What follows belongs to an exercise in optimizing a design on an open flow for small area, a short achievable clock period and few clock cycles; a production flow would make more cautious choices.
Only simulation tests tie the RTL to the original design; equivalence was not proved.

==> flow/design.v <==
module pe #(parameter DATAWIDTH = 16) (
    input wire clk,
    input wire rst_n,
    input wire valid_in,
    input wire [DATAWIDTH-1:0] a_in,
    input wire [DATAWIDTH-1:0] b_in,
    output reg valid_out,
    output reg [DATAWIDTH-1:0] a_out,
    output reg [DATAWIDTH-1:0] b_out,
    output reg [2*DATAWIDTH-1:0] c_out
);
    always @(posedge clk or negedge rst_n) begin
        if (!rst_n) begin
            a_out <= 0;
            b_out <= 0;
            c_out <= 0;
            valid_out <=0;
        end 
        else if (valid_in) begin
            a_out <= a_in;
            b_out <= b_in;
            c_out <= c_out + a_in*b_in;
            valid_out <= 1;
        end
        else if(!valid_in) valid_out <=0;  
    end
endmodule
module pipe_reg #(parameter DATAWIDTH = 16) (
    input wire clk,
    input wire rst_n,
    input wire valid_in,
    input wire [DATAWIDTH-1:0] in,
    output reg [DATAWIDTH-1:0] out
);
    always_ff @(posedge clk or negedge rst_n) begin
        if (!rst_n)
            out <= 0;
        else if (valid_in)
            out <= in;
    end
endmodule 
module counter #(
    parameter N_SIZE = 5  
)(
    input  wire clk,
    input  wire rst_n,
    input wire valid_out_enable,  
    output wire [$clog2(N_SIZE)-1:0] count
);
    reg [$clog2(N_SIZE)-1:0] count_reg;
    always @(posedge clk or negedge rst_n ) begin
        if (!rst_n)
            count_reg <= '0;
        else if (!(valid_out_enable))
            count_reg <= '0;
        else if (valid_out_enable) begin
            if (count_reg == N_SIZE - 1)
                count_reg <= '0;   
            else
                count_reg <= count_reg + 1;
        end
    end
    assign count = count_reg;
endmodule
module mux #(
    parameter DATAWIDTH = 16,  
    parameter N_INPUTS = 8,       
    parameter SELWIDTH = 3        
) (
    input wire [N_INPUTS*DATAWIDTH - 1 : 0 ] in_array,  
    input wire [SELWIDTH-1:0] sel,                                
    output wire [DATAWIDTH - 1 : 0 ] out 
);
    assign out = in_array[sel*DATAWIDTH +: DATAWIDTH];
endmodule
module systolic_array #(
    parameter DATAWIDTH = 16,
    parameter N_SIZE = 5
)(
    input wire clk,
    input wire rst_n,
    input wire valid_in,
    input wire [N_SIZE*DATAWIDTH-1:0] matrix_a_in,
    input wire [N_SIZE*DATAWIDTH-1:0] matrix_b_in,
    output wire valid_out,
    output wire [N_SIZE*2*DATAWIDTH-1:0] matrix_c_out
);
    wire [DATAWIDTH-1:0] a_pipelined_data [N_SIZE*(N_SIZE+1)-1:0];
    wire [DATAWIDTH-1:0] b_pipelined_data [(N_SIZE+1)*N_SIZE-1:0];
    genvar i, j;
    generate
        for (i = 0; i < N_SIZE; i++) begin : input_pipeline_gen
            for (j = 0; j < i; j++) begin : a_pipe_reg_inst
                pipe_reg #(DATAWIDTH) pipe_reg_a_inst (
                    .clk(clk),
                    .rst_n(rst_n),
                    .valid_in(1'b1),
                    .in(a_pipelined_data[i*(N_SIZE+1)+j]),
                    .out(a_pipelined_data[i*(N_SIZE+1)+j+1])
                );
            end
            for (j = 0; j < i; j++) begin : b_pipe_reg_inst
                pipe_reg #(DATAWIDTH) pipe_reg_b_inst (
                    .clk(clk),
                    .rst_n(rst_n),
                    .valid_in(1'b1),
                    .in(b_pipelined_data[j*N_SIZE+i]),
                    .out(b_pipelined_data[(j+1)*N_SIZE+i])
                );
            end
        end
    endgenerate
    genvar idx;
    generate
        for (idx = 0; idx < N_SIZE; idx++) begin : connect_inputs_to_pipeline_start
            assign a_pipelined_data[idx*(N_SIZE+1)] = matrix_a_in[idx*DATAWIDTH +: DATAWIDTH];
            assign b_pipelined_data[idx] = matrix_b_in[idx*DATAWIDTH +: DATAWIDTH];
        end
    endgenerate
    wire [DATAWIDTH-1:0] a_in_pe [N_SIZE*N_SIZE-1:0];
    wire [DATAWIDTH-1:0] b_in_pe [N_SIZE*N_SIZE-1:0];
    wire valid_in_pe [N_SIZE*N_SIZE-1:0];
    wire [DATAWIDTH-1:0] a_out_pe [N_SIZE*N_SIZE-1:0];
    wire [DATAWIDTH-1:0] b_out_pe [N_SIZE*N_SIZE-1:0];
    wire [2*DATAWIDTH-1:0] c_out_pe [N_SIZE*N_SIZE-1:0];
    wire valid_out_pe [N_SIZE*N_SIZE-1:0];
    genvar raw, col; 
    generate
        for (raw = 0; raw < N_SIZE; raw++) begin : pe_row_gen
            for (col = 0; col < N_SIZE; col++) begin : pe_col_gen
                pe #(DATAWIDTH) pe_inst (
                    .clk(clk),
                    .rst_n(rst_n),
                    .valid_in(valid_in_pe[raw*N_SIZE+col]),
                    .a_in(a_in_pe[raw*N_SIZE+col]),
                    .b_in(b_in_pe[raw*N_SIZE+col]),
                    .valid_out(valid_out_pe[raw*N_SIZE+col]),
                    .a_out(a_out_pe[raw*N_SIZE+col]),
                    .b_out(b_out_pe[raw*N_SIZE+col]),
                    .c_out(c_out_pe[raw*N_SIZE+col])
                );
            end
        end
    endgenerate
    genvar row_idx, col_idx;
    generate
        for (row_idx = 0; row_idx < N_SIZE; row_idx++) begin : pe_input_connections_row
            for (col_idx = 0; col_idx < N_SIZE; col_idx++) begin : pe_input_connections_col
                if (col_idx == 0) begin : a_from_pipe
                    assign a_in_pe[row_idx*N_SIZE+col_idx] = a_pipelined_data[row_idx*(N_SIZE+1)+row_idx];
                end else begin : a_from_left
                    assign a_in_pe[row_idx*N_SIZE+col_idx] = a_out_pe[row_idx*N_SIZE+col_idx-1];
                end
                if (row_idx == 0) begin : b_from_pipe
                    assign b_in_pe[row_idx*N_SIZE+col_idx] = b_pipelined_data[col_idx*N_SIZE+col_idx];
                end else begin : b_from_above
                    assign b_in_pe[row_idx*N_SIZE+col_idx] = b_out_pe[(row_idx-1)*N_SIZE+col_idx];
                end
                if (row_idx == 0 && col_idx == 0) begin : v_first
                    assign valid_in_pe[row_idx*N_SIZE+col_idx] = valid_in;
                end else if (row_idx == 0) begin : v_row0
                    assign valid_in_pe[row_idx*N_SIZE+col_idx] = valid_out_pe[row_idx*N_SIZE+col_idx-1];
                end else if (col_idx == 0) begin : v_col0
                    assign valid_in_pe[row_idx*N_SIZE+col_idx] = valid_out_pe[(row_idx-1)*N_SIZE+col_idx];
                end else begin : v_inner
                    assign valid_in_pe[row_idx*N_SIZE+col_idx] =
                        valid_out_pe[(row_idx-1)*N_SIZE+col_idx] && valid_out_pe[row_idx*N_SIZE+col_idx-1];
                end
            end
        end
    endgenerate
    wire [N_SIZE*2*DATAWIDTH-1:0] c_pe_column_data [N_SIZE-1:0];
    genvar r_reorder, c_reorder;
    generate
        for (c_reorder = 0; c_reorder < N_SIZE; c_reorder++) begin : reorder_col
            for (r_reorder = 0; r_reorder < N_SIZE; r_reorder++) begin : reorder_row
                assign c_pe_column_data[c_reorder][r_reorder*2*DATAWIDTH +: 2*DATAWIDTH] = c_out_pe[r_reorder*N_SIZE+c_reorder];
            end
        end
    endgenerate
    wire [$clog2(N_SIZE) - 1 : 0] output_row_select;
    counter #(
        .N_SIZE(N_SIZE)
    ) output_row_counter (
        .clk(clk),
        .rst_n(rst_n),
        .valid_out_enable(valid_out),
        .count(output_row_select)
    );
    genvar mux_col_idx;
    generate
        for (mux_col_idx = 0; mux_col_idx < N_SIZE; mux_col_idx++) begin : c_output_mux_gen
            mux #(
                .N_INPUTS(N_SIZE),
                .DATAWIDTH(2*DATAWIDTH),
                .SELWIDTH($clog2(N_SIZE))
            ) c_output_mux_col(
                .in_array(c_pe_column_data[mux_col_idx]),
                .sel(output_row_select),
                .out(matrix_c_out[mux_col_idx*2*DATAWIDTH +: 2*DATAWIDTH])
            );
        end
    endgenerate
    assign valid_out = valid_out_pe[N_SIZE*N_SIZE - 1];
endmodule
==> flow/run.sh <==
#!/bin/bash
# synth_recipe.tcl (not shown) runs the flow's synth.tcl, then flattens the netlist and writes it again
# the make line also repeats each setting of config.mk as NAME=value (left out here)
make -C /OpenROAD-flow-scripts/flow DESIGN_CONFIG=/design/flow/config.mk WORK_HOME=/design/flow/orfs CLKGATE_MAP_FILE= SYNTH_SCRIPT=/design/flow/synth_recipe.tcl finish
==> flow/config.mk <==
export PLATFORM = sky130hd
export DESIGN_NAME = systolic_array
export DESIGN_NICKNAME = systolic_array
export VERILOG_FILES = /design/flow/design.v
export SDC_FILE = /design/flow/constraint.sdc
export NUM_CORES = 4
export LEC_CHECK = 0
export CAP_MARGIN = 20
export CORE_MARGIN = 2
export CORE_UTILIZATION = 40
export SLEW_MARGIN = 20
==> flow/constraint.sdc <==
create_clock -name core_clock -period 10.0 [get_ports {clk}]
set_input_delay 2.0000 -clock core_clock [delete_from_list [all_inputs] [get_ports {clk}]]
set_output_delay 2.0000 -clock core_clock [all_outputs]
set_load 0.01 [all_outputs]
==> run notes <==
## how the worst max path moves through the flow
stage	endpoint	slack (ns)	depth (start not counted)
after floorplan	pe_row_gen[0].pe_col_gen[0].pe_inst.c_out[28]	2.18	26
after global placement	pe_row_gen[0].pe_col_gen[0].pe_inst.c_out[30]	0.96	23
after detailed placement	pe_row_gen[0].pe_col_gen[0].pe_inst.c_out[30]	0.99	23
after CTS	pe_row_gen[0].pe_col_gen[0].pe_inst.c_out[30]	1.99	23
after global routing	pe_row_gen[0].pe_col_gen[0].pe_inst.c_out[30]	1.49	21
final	pe_row_gen[0].pe_col_gen[0].pe_inst.c_out[30]	1.88	22
## logic make-up after synthesis
| group | count (synthesis) |
|---|---|
| DFF | 1772 |
| adders and majority gates | 8102 |
| and+or+nand+nor | 8263 |
| buffers and inverters | 9705 |
| xor gates and xnor gates | 656 |
| AOI/OAI and AO/OA | 2652 |
| muxes | 1242 |
## stage by stage
step                      hold slack (ns)  worst slack (ns)  util (%)
final                              0.3377             1.881     43.06
after global routing               0.3419             1.492     43.05
after detailed placement           0.3347            0.9929     41.92
after floorplan                    0.3312             2.181         -
after CTS                          0.3265             1.990     43.05
after global placement             0.3319            0.9551     41.92
## area by class of cell
cell class,instances,area [um^2]
antenna,8,20.02
clock buffer,278,6324
clock inverter,157,2132
fill,73200,426400
inverter,8441,31680
multi-input combinational,20920,219400
sequential,1772,44380
tap,9920,12410
timing repair buffer,668,6048
## metal layers
metal  track usage (%)  wire (um)  part of all wire (%)
met5            0.2250        504                 0.057
met4             12.86      60600                   6.9
met3             4.790      60760                   6.9
met2             40.09     422900                    48
met1             28.15     335500                    38
## cells in the final DEF (no fill, tap or decap), types with 24 or more instances in the layout
| cell type | count |
|---|---|
| ha_1 | 2477 |
| o31ai_1 | 38 |
| mux2_2 | 920 |
| buf_4 | 328 |
| inv_1 | 8439 |
| nand4_1 | 48 |
| a211oi_1 | 49 |
| or3_1 | 45 |
| a21oi_1 | 665 |
| nand3_1 | 137 |
| fa_1 | 5625 |
| xnor2_1 | 460 |
| bufinv_16 | 40 |
| o2111ai_1 | 24 |
| nor2_1 | 452 |
| clkdlybuf4s50_1 | 321 |
| clkbuf_16 | 236 |
| nor3_1 | 94 |
| and3_1 | 73 |
| clkinvlp_4 | 24 |
| o211ai_1 | 33 |
| nand2_1 | 4090 |
| nor2b_1 | 73 |
| xor2_1 | 196 |
| nand2b_1 | 105 |
| clkbuf_8 | 26 |
| nand3b_1 | 24 |
| mux2i_1 | 321 |
| o21ai_0 | 868 |
| inv_6 | 30 |
| o22ai_1 | 173 |
| and2_1 | 3018 |
| or2_2 | 27 |
| dfrtp_1 | 1761 |
| a21o_1 | 326 |
| o21bai_1 | 68 |
| a31oi_1 | 66 |
| o21a_1 | 88 |
| clkinv_2 | 34 |
## critical path, cell delays in order
cell	delay, ns
clkdlybuf4s50_1	1.07
buf_4	0.32
nand2_1	0.09
fa_1	0.53
fa_1	0.46
fa_1	0.42
inv_1	0.08
fa_1	0.44
fa_1	0.54
inv_1	0.05
fa_1	0.47
inv_1	0.04
ha_1	0.35
o2111ai_1	0.17
o211ai_1	0.49
a31oi_1	0.24
o21ai_0	0.35
o21ai_0	0.23
o21ai_0	0.22
a21oi_1	0.12
xor2_1	0.15
mux2i_1	0.09
==> impl_results.md <==
* Synth Cell Area at about 300000 um^2
* Wire per inst at roughly 21 um
* Synthesis-stage register bit count at between 1500 and 2000
* Achievable Freq at ~120 MHz
* Flip-flop count of the largest register after layout at 800
* Sequential fraction of the synthesis area at 14.77%
* Final Hold Viols at 0
* Share of layout cells above drive strength 1 at under 10%
* Vias per cell at between 5 and 6
* Hold depth at 0
* CP Class: in2reg
* Largest net degree at the start of global routing at around 150
* Avg Cell Area, Syn at about 9.3 um^2
* Top reg by flops: pe_row_gen.pe_col_gen.pe_inst.c_out
* Top FF cell, synth: dfrtp_1
* Top Ports at ~320
* Adder-Cell Fraction of Synth Area at 47.84%
* Cts hold-fix bufs at 0
* Setup repair after global routing missed its margin: false
* Final worst path period need at about 8.1 ns
* Final Cell Area at roughly 320000 um^2
* Slew Limit Fails at 0
* Drt total wl at 880300 um
* Root cell of the clock tree: clkbuf_16
* Cells after synthesis at ~32000
* Critical Path Source: matrix_b_in[1]
* RR Startpoint: pe_row_gen[4].pe_col_gen[2].pe_inst.a_out[10]
* Die width at approximately 870 um
* Yosys top cell area share at a little under two fifths
* CTS tree: built
* Most common cell in the netlist: inv_1
* Synth async-reset ratio at 100.0%
* PostCTS Resize Cnt at 0
* Syn-to-layout area delta at 7.416%
* Placer Congestion at 0.9478
* DR vias at 214700
* Number of synthesized flops with an enable pin at 0
* Fin cells at between 40000 and 50000
* Syn_nets at about 41000
* Max Root-Sink Buffers at 4
* Xor/xnor share of the synthesized area at between 1.5 and 2%
* Largest family of logic cells by synthesized area: adder cells
* Crit path capture type: register
* Status: finished clean
* Cells after DPL at 41720
* Setup TNS at 0 ns
* DP Wirelength at 700500 um
* RR Endpoint: pe_row_gen[4].pe_col_gen[3].pe_inst.c_out[31]
* Max-cap violations at 0
* Worst Clk Skew at between 0.08 and 0.09 ns
* CTS H-tree lvls at 4
* Worst hold path class: reg2reg
* Total GRT Usage at 23.61%
* CTS Buf Count at between 200 and 250
* Clock sink total at 1772
* Postcts setup bufs at 0
* 1st-pass router iterations at 8
* Initial antenna violation count at between 40 and 50
* Core area at approximately 750000 um^2
* Critical path data required time at ~11 ns
* Slew HR at under 10%
* Worst skew pair latency at 1.04 ns
* CP Data Arrival Time at 8.94 ns
* R2R Setup Slk at about 2.1 ns
* Initial core utilization at between 40% and 50%
* Die area at approximately 760000 um^2
* Synth warn at 4
* Cell Rows at ~320
* First-pass GRT wire length at around 1400000 um
* DRT antenna net count at 0
* Clock-pin slew on the worst setup and hold paths at around 0.070 ns
* Setup violations, final at 0
* Commonest cells post-synth: inv_1, fa_1, nand2_1
* Area contributors post-synth: fa_1, dfrtp_1, inv_1
* GRT overflow at 0
* Vias in the first global route at ~240k
* Post-place instance area at roughly 310000 um^2
* # port buffers at between 300 and 400
* Mux contribution to synthesized area at between 4 and 5%
* R2r worst-path depth at 22
* Post-Synth Simple-Gate Area at between 10% and 20%
* Biggest regs: pe_row_gen.pe_col_gen.pe_inst.c_out x800, pe_row_gen.pe_col_gen.pe_inst.a_out x320, pe_row_gen.pe_col_gen.pe_inst.b_out x320
* Die height at 870.2 um
* Initial drt markers at 12270
* Synth Area in Compound Gates at under 10%
* Synth unique cells at 91
* Fin nets at slightly above 40000
* Worst Tran Pin Value at 1.378 ns
* DRC violations left at 0
* Worst-path maximum fanout at 9
* CP Launch Type: primary input
* Largest area contributor in the netlist: fa_1
* Fin crit share at roughly four fifths
Testbench counts, summed over its fixed seeds: cycles 1,460.

## separate check: timing with driven ports
How much do the figures lean on ideal ports? The routed layout below was timed once more, with nothing changed but the port constraints.
Step 1 assumes that a clkbuf_16 drives the clock port and a buf_2 every other input.
Step 2 moves the port delays by t, midway between the first and last clock arrival at a register: inputs arrive t later, outputs are due t later. That takes back most of the time a late clock gives input paths.
a / b / c = ideal ports / drivers / drivers and shift; a / b = the first two.
shift t [ns]: 1.139
setup slack, ns: 1.881 / 1.997 / 0.858
hold slack, ns: 0.338 / 0.338 / 0.338
worst slew at a driven data input, ns: 0.11
cell pins on the clock port's net: 1
After both steps setup and hold are still met in this run. For this run, drivers alone change the setup slack by +0.116 ns; drivers and shift together by -1.023 ns.
